Background: an optimization exercise with open tools, aiming at small area, a short achievable clock period and few clock cycles. Do not read the settings as production practice. The RTL was checked by simulation tests, not by an equivalence proof against the original design.

$ cat design/flow/design.v
`timescale 1ns / 1ps
module qadd #(
	parameter Q = 15,
	parameter N = 32
	)
	(
    input [N-1:0] a,
    input [N-1:0] b,
    output [N-1:0] c
    );
reg [N-1:0] res;
assign c = res;
always @* begin
	if(a[N-1] == b[N-1]) begin						 
		res[N-2:0] = a[N-2:0] + b[N-2:0];		 
		res[N-1] = a[N-1];							 
		end												 
	else if(a[N-1] == 0 && b[N-1] == 1) begin		 
		if( a[N-2:0] > b[N-2:0] ) begin					 
			res[N-2:0] = a[N-2:0] - b[N-2:0];			 
			res[N-1] = 0;										 
			end
		else begin												 
			res[N-2:0] = b[N-2:0] - a[N-2:0];			 
			if (res[N-2:0] == 0)
				res[N-1] = 0;										 
			else
				res[N-1] = 1;										 
			end
		end
	else begin												 
		if( a[N-2:0] > b[N-2:0] ) begin					 
			res[N-2:0] = a[N-2:0] - b[N-2:0];			 
			if (res[N-2:0] == 0)
				res[N-1] = 0;										 
			else
				res[N-1] = 1;										 
			end
		else begin												 
			res[N-2:0] = b[N-2:0] - a[N-2:0];			 
			res[N-1] = 0;										 
			end
		end
	end
endmodule
`timescale 1ns / 1ps
module qmult #(
	parameter Q = 15,
	parameter N = 32
	)
	(
	 input			[N-1:0]	i_multiplicand,
	 input			[N-1:0]	i_multiplier,
	 output			[N-1:0]	o_result
	 );
	reg [2*N-1:0]	r_result;		 
	reg [N-1:0]		r_RetVal;
	assign o_result = r_RetVal;	 
	always @*	begin						 
		r_result = i_multiplicand[N-2:0] * i_multiplier[N-2:0];	 
		end
	always @* begin													 
		r_RetVal[N-1] = i_multiplicand[N-1] ^ i_multiplier[N-1];	 
		r_RetVal[N-2:0] = r_result[N-2+Q:Q];								 
		end
endmodule
module escape_time_mdbrot(input logic clk, input logic rst, input logic start,
                          input logic [12:0] max_iter, input logic [31:0] xmin, input logic [31:0] xmax, input logic [31:0] ymin, input logic [31:0] ymax, input logic [31:0] Xscale, input logic [31:0] Yscale,
                          output logic [7:0] vga_x, output logic [6:0] vga_y, output logic [2:0] vga_colour, output logic vga_plot,
                          output logic ready);
localparam MAXBITS = 32;
localparam FPBITS = 20;
localparam [1:0] S_START     = 2'd0;
localparam [1:0] S_PIXEL_ON  = 2'd1;
localparam [1:0] S_CALC_LOOP = 2'd2;
localparam [1:0] S_WAITSTATE = 2'd3;
localparam logic signed [MAXBITS - 1:0] four = 32'b0000_0000_0100_0000_0000_0000_0000_0000;
logic signed [MAXBITS - 1:0] x;
logic signed [MAXBITS - 1:0] y;
logic [1:0] pstate;
logic [14:0] iter;
logic signed [MAXBITS - 1:0] xm;
logic signed [MAXBITS - 1:0] ym;
logic signed [MAXBITS - 1:0] x_fp, y_fp;
assign x_fp = x << FPBITS;
assign y_fp = y << FPBITS;
logic signed [MAXBITS - 1:0] x_scaled1, y_scaled1, x_scaled, y_scaled;
qmult #(FPBITS, MAXBITS) x_mult_xscale_mod(x_fp, Xscale, x_scaled1);
qmult #(FPBITS, MAXBITS) y_mult_yscale_mod(y_fp, Yscale, y_scaled1);
qadd #(FPBITS, MAXBITS) xscaled_mod(x_scaled1, xmin, x_scaled);
qadd #(FPBITS, MAXBITS) yscaled_mod(y_scaled1, ymin, y_scaled);
logic signed [MAXBITS - 1:0] xm2, ym2, xm2_plus_ym2, zero_check;
qmult #(FPBITS, MAXBITS) xm2_mod(xm, xm, xm2);
qmult #(FPBITS, MAXBITS) ym2_mod(ym, ym, ym2);
qadd #(FPBITS, MAXBITS) xm2_plus_m2_mod(xm2, ym2, xm2_plus_ym2);
qadd #(FPBITS, MAXBITS) sub_comp_mod(xm2_plus_ym2, {1'b1, four[30:0]}, zero_check);
logic signed [MAXBITS - 1:0] xtemp1, xtemp;
qadd #(FPBITS, MAXBITS) xm2_sub_ym2_mod(xm2, {1'b1, ym2[30:0]}, xtemp1);  
qadd #(FPBITS, MAXBITS) xtemp_mod(xtemp1, x_scaled, xtemp);
logic signed [MAXBITS - 1:0] xm_mult_ym, _2_xm_ym_plus_yscaled;
qmult #(FPBITS, MAXBITS) xm_mult_ym_mod(xm, ym, xm_mult_ym);
logic signed [31:0] _2_xm_ym;
assign _2_xm_ym = {xm_mult_ym[31], xm_mult_ym[29:0], 1'b0};  
qadd #(FPBITS, MAXBITS) _2_xm_ym_plus_yscaled_mod(_2_xm_ym, y_scaled, _2_xm_ym_plus_yscaled);
always @(posedge clk) begin
     if (!rst)
          pstate <= S_START;
     else
          case (pstate)
               S_START: begin
                    x <= 32'd0;
                    y <= 32'd0;
                    xm <= {32{1'b0}};
                    ym <= {32{1'b0}};
                    iter <= 15'd0;
                    pstate <= start ? S_WAITSTATE : S_START;
               end
               S_PIXEL_ON: begin
                    if (y < 32'd119)
                         y <= y + 32'd1;
                    else begin
                         y <= 32'd0;
                         x <= x + 32'd1;
                    end
                    xm <= {32{1'b0}};
                    ym <= {32{1'b0}};
                    iter <= 15'd0;
                    pstate <= (x == 32'd159 && y == 32'd119) ? S_START : S_WAITSTATE;
               end
               S_WAITSTATE: pstate <= S_CALC_LOOP;
               S_CALC_LOOP: begin
                    if ((zero_check[31] == 1'b1) && iter < {2'b00, max_iter}) begin
                         ym <= _2_xm_ym_plus_yscaled;
                         xm <= xtemp;
                         iter <= iter + 15'd1;
                         pstate <= S_CALC_LOOP;
                    end else begin
                         pstate <= S_PIXEL_ON;
                    end
               end
               default: pstate <= S_START;
          endcase
end
assign ready = (pstate == S_START);
always_comb begin
          case(pstate)
               S_PIXEL_ON: begin
                    vga_x = x[7:0];
                    vga_y = y[6:0];
                    vga_colour = iter == {2'b00, max_iter} ? 3'd0 : iter[2:0];  
                    vga_plot = 1'd1;
               end
               default: begin
                    vga_x = 8'd0;
                    vga_y = 7'd0;
                    vga_colour = 3'd0;
                    vga_plot = 1'd0;
               end
          endcase
     end
endmodule
$ cat design/flow/run.sh
#!/bin/bash
# synth_recipe.tcl (not shown) runs the flow's synth.tcl, then flattens the netlist and writes it again
# the make line also repeats each setting of config.mk as NAME=value (left out here)
make -C /OpenROAD-flow-scripts/flow DESIGN_CONFIG=/design/flow/config.mk WORK_HOME=/design/flow/orfs CLKGATE_MAP_FILE= SYNTH_SCRIPT=/design/flow/synth_recipe.tcl finish
$ cat design/flow/config.mk
export PLATFORM = sky130hd
export DESIGN_NAME = escape_time_mdbrot
export DESIGN_NICKNAME = escape_time_mdbrot
export VERILOG_FILES = /design/flow/design.v
export SDC_FILE = /design/flow/constraint.sdc
export NUM_CORES = 4
export LEC_CHECK = 0
export CAP_MARGIN = 20
export CORE_MARGIN = 2
export CORE_UTILIZATION = 40
export PLACE_DENSITY = 0.6
export SLEW_MARGIN = 20
$ cat design/flow/constraint.sdc
create_clock -name core_clock -period 20.0 [get_ports {clk}]
set_input_delay 4.0000 -clock core_clock [delete_from_list [all_inputs] [get_ports {clk}]]
set_output_delay 4.0000 -clock core_clock [all_outputs]
set_load 0.01 [all_outputs]
==> run notes <==
Max Cap Viol 0; cell total after placement 18,200; asr flop ratio synth 0; reg2reg end xm[28]$_SDFFCE_PN0P_; # setup viols final 0; commonest non-fill, non-tap cell in the layout inv_1; HP Start iter[0]$_SDFFCE_PN0P_; CTS Buffer Depth 2; crit end category flop; Routability Congestion 0.967; Syn Inst Count 14,400; HP Class reg2reg; Final Hold Viols 0; post-synth top area share 0.427; Initial Util 0.402; Req. time, crit path 20.26 ns; Slew @ Worst Pin 1.36 ns; RSZ-0062 raised after global routing no; vias per inst 5.24; top post-synthesis cells by area fa_1, ha_1, inv_1; number of global-route vias before repair 100,000; grt met2 use 0.395; crit path kind in2reg; antenna-violating nets left 0; hold path endpoint iter[0]$_SDFFCE_PN0P_; largest family of logic cells by synthesized area adder cells; Top delay family on crit path compound AO/OA/AOI/OAI gates; share of cells above drive strength 1 0.0260; synth warn 3; Reg clk slew, reported paths 0.08 ns; startpoint types primary input; slowest CP cell a2111oi_0; status complete, no violations; Tcrit/Tclk final 0.909; Die W 559 um; Starting DRT DRC Count 6,841; Root Buffer Master clkbuf_16; nets 18,100; Vias 95,600; compound-gate portion of the synthesized area 0.0954; Worst Path Arrival 18.45 ns; DIE AREA 0.312 mm2; Tot GR Track Use 0.240; post-synthesis cell type count 110; post-synthesis simple-gate area fraction 0.150; r2r setup slk 1.94 ns; Detailed Route WL 365 mm; worst-case clock skew 0.0421 ns; DR WL/cell 20.0 um; Finished Layout Cells 18,200; Avg Inst Size Synth 8.54 um2; Sinks on Clock Net 145; CTS buffer count 17; largest net degree at the start of global routing 65; adder-cell share of the synthesized area 0.544; met1 Use GR 0.335; Port-buffer cells 163; CORE AREA 0.306 mm2; Clock Latency Late Sink 0.54 ns; WHS Path Cells 1; Die Span Y 559 um; max-slew violations 0; area grow syn2layout 5.18%; Synth Area in XOR/XNOR 0.0467; total global routing overflow 0; Rel. slew slack 0.0849; met3 Use GR 0.0272; initial antenna violation count 15; Post-synth EDFFs 143; post-synthesis mux area share 0.00789; crit path max fanout 18; Worst path max stage delay 0.90 ns; Seq/Total Area, Yosys 0.0352; CP bufs+invs 5; FF-to-FF Start xm[15]$_SDFFCE_PN0P_; commonest cells after routing, fill and taps aside inv_1, fa_1, nand2_1; CTS tree built; DR DRC count 0; worst reg2reg path depth 46; Main synth FF type edfxtp_1; gr busiest metal met2; I/O pin count 228; DR pass1 iterations 6; HPWL after DPL 297 mm; Rows 203; H-tree Lvls 4; leading area contributor after synthesis fa_1; Post CTS Setup Buffer Count 0; hold-fix buffers at CTS 0; final setup TNS 0 ns; first-pass GRT wire length 584 mm; post-CTS sizing 0; FMAX 0.0550 GHz; synthesis-stage register bit count 145; synthesized area 0.123 mm2; most frequent CP cell fa_1; Final Critical Period 18.19 ns
routing by layer:
layer	part of all wire	up-vias	routed length [um]
met5	0.00018	-	64
met4	0.026	10	9670
met3	0.062	454	22700
met2	0.47	3071	171000
met1	0.44	48700	161000
li1	-	43300	-
cell usage after synthesis (all sizes together), types with 12 or more instances:
cell type	number
a2111oi	23
a211o	19
a211oi	78
a21boi	14
a21o	138
a21oi	589
a221o	17
a221oi	25
a311oi	13
a31o	13
a31oi	60
and2	717
and3	54
buf	80
clkbuf	625
clkinv	35
edfxtp	143
fa	2626
ha	1143
inv	3197
mux2	21
mux2i	73
nand2	1926
nand2b	53
nand3	102
nand4	73
nor2	638
nor2b	73
nor3	154
nor4	61
o2111ai	19
o211ai	36
o21a	68
o21ai	340
o21bai	124
o22ai	12
o311ai	17
o31a	20
o31ai	62
o41ai	19
or2	34
or3	38
or4	21
xnor2	492
xor2	164
registers in the layout, summed over array words and instances, names as in the netlist:
register  count
iter         15
x            32
pstate        2
xm           32
ym           32
y            32
layout make-up:
| type | instances | area (um2) |
|---|---|---|
| Multi-Input combinational cell | 10300 | 104000 |
| Sequential cell | 145 | 4330 |
| Tap cell | 4100 | 5130 |
| Inverter | 3233 | 12100 |
| Timing Repair Buffer | 357 | 3170 |
| Antenna cell | 13 | 32.5 |
| Clock inverter | 15 | 204 |
| Clock buffer | 17 | 425 |
| Fill cell | 31000 | 176000 |
how the worst max path moves through the flow:
stage / from / cells after the start / slack, ns / to
detailed placement: Yscale[6] / 50 / 1.47 / ym[31]$_SDFFCE_PN0P_
CTS: Yscale[6] / 50 / 2.00 / ym[31]$_SDFFCE_PN0P_
floorplan: Xscale[8] / 50 / 4.61 / xm[31]$_SDFFCE_PN0P_
global route: Xscale[7] / 48 / 1.06 / xm[28]$_SDFFCE_PN0P_
global placement: Yscale[6] / 50 / 1.49 / ym[31]$_SDFFCE_PN0P_
finish: Xscale[7] / 48 / 1.81 / xm[28]$_SDFFCE_PN0P_
cells by family (layout without fill, tap and decap cells):
| family | after synthesis | in the layout |
|---|---|---|
| mux | 94 | 94 |
| simple gates | 3999 | 3999 |
| buf+inv | 3938 | 3622 |
| xor+xnor | 656 | 656 |
| compound gates | 1802 | 1802 |
| fa+ha+maj | 3769 | 3769 |
| other cells | 1 | 38 |
| flops | 145 | 145 |
per-stage QoR:
step | utilization | worst slack [ns] | hold slack, ns | instance area [um2]
finish | 0.423 | 1.81 | 0.599 | 129000
global route | 0.423 | 1.06 | 0.623 | 129000
floorplan | - | 4.61 | 0.519 | 123000
detailed placement | 0.421 | 1.47 | 0.588 | 129000
CTS | 0.423 | 2.00 | 0.600 | 129000
global placement | 0.421 | 1.49 | 0.584 | 129000
Testbench counts, summed over its fixed seeds: cycles 3,216,759.

[afterwards: timing with drivers on the ports]
Ports are ideal in the flow. The routed layout listed here was re-timed in OpenROAD.
Step 1: set_driving_cell puts a clkbuf_16 on clk and a buf_2 on each other input, an assumption about the parent block.
Step 2 also shifts input and output timing later by t, the mid clock arrival at the registers, as if the neighbouring blocks saw the same clock.
a / b / c = ideal ports / drivers / drivers and shift; a / b = the first two.
shift t [ns]: 0.585
setup slack, ns: 1.812 / 1.860 / 1.275
worst setup path after step 2: input to register
clock arrival spread, ns: 0.043 / 0.043
cell pins on the clock port's net: 1
After both steps setup and hold are still met in this run. The setup slack of this run moves by +0.048 ns with the drivers and by -0.537 ns with both steps.
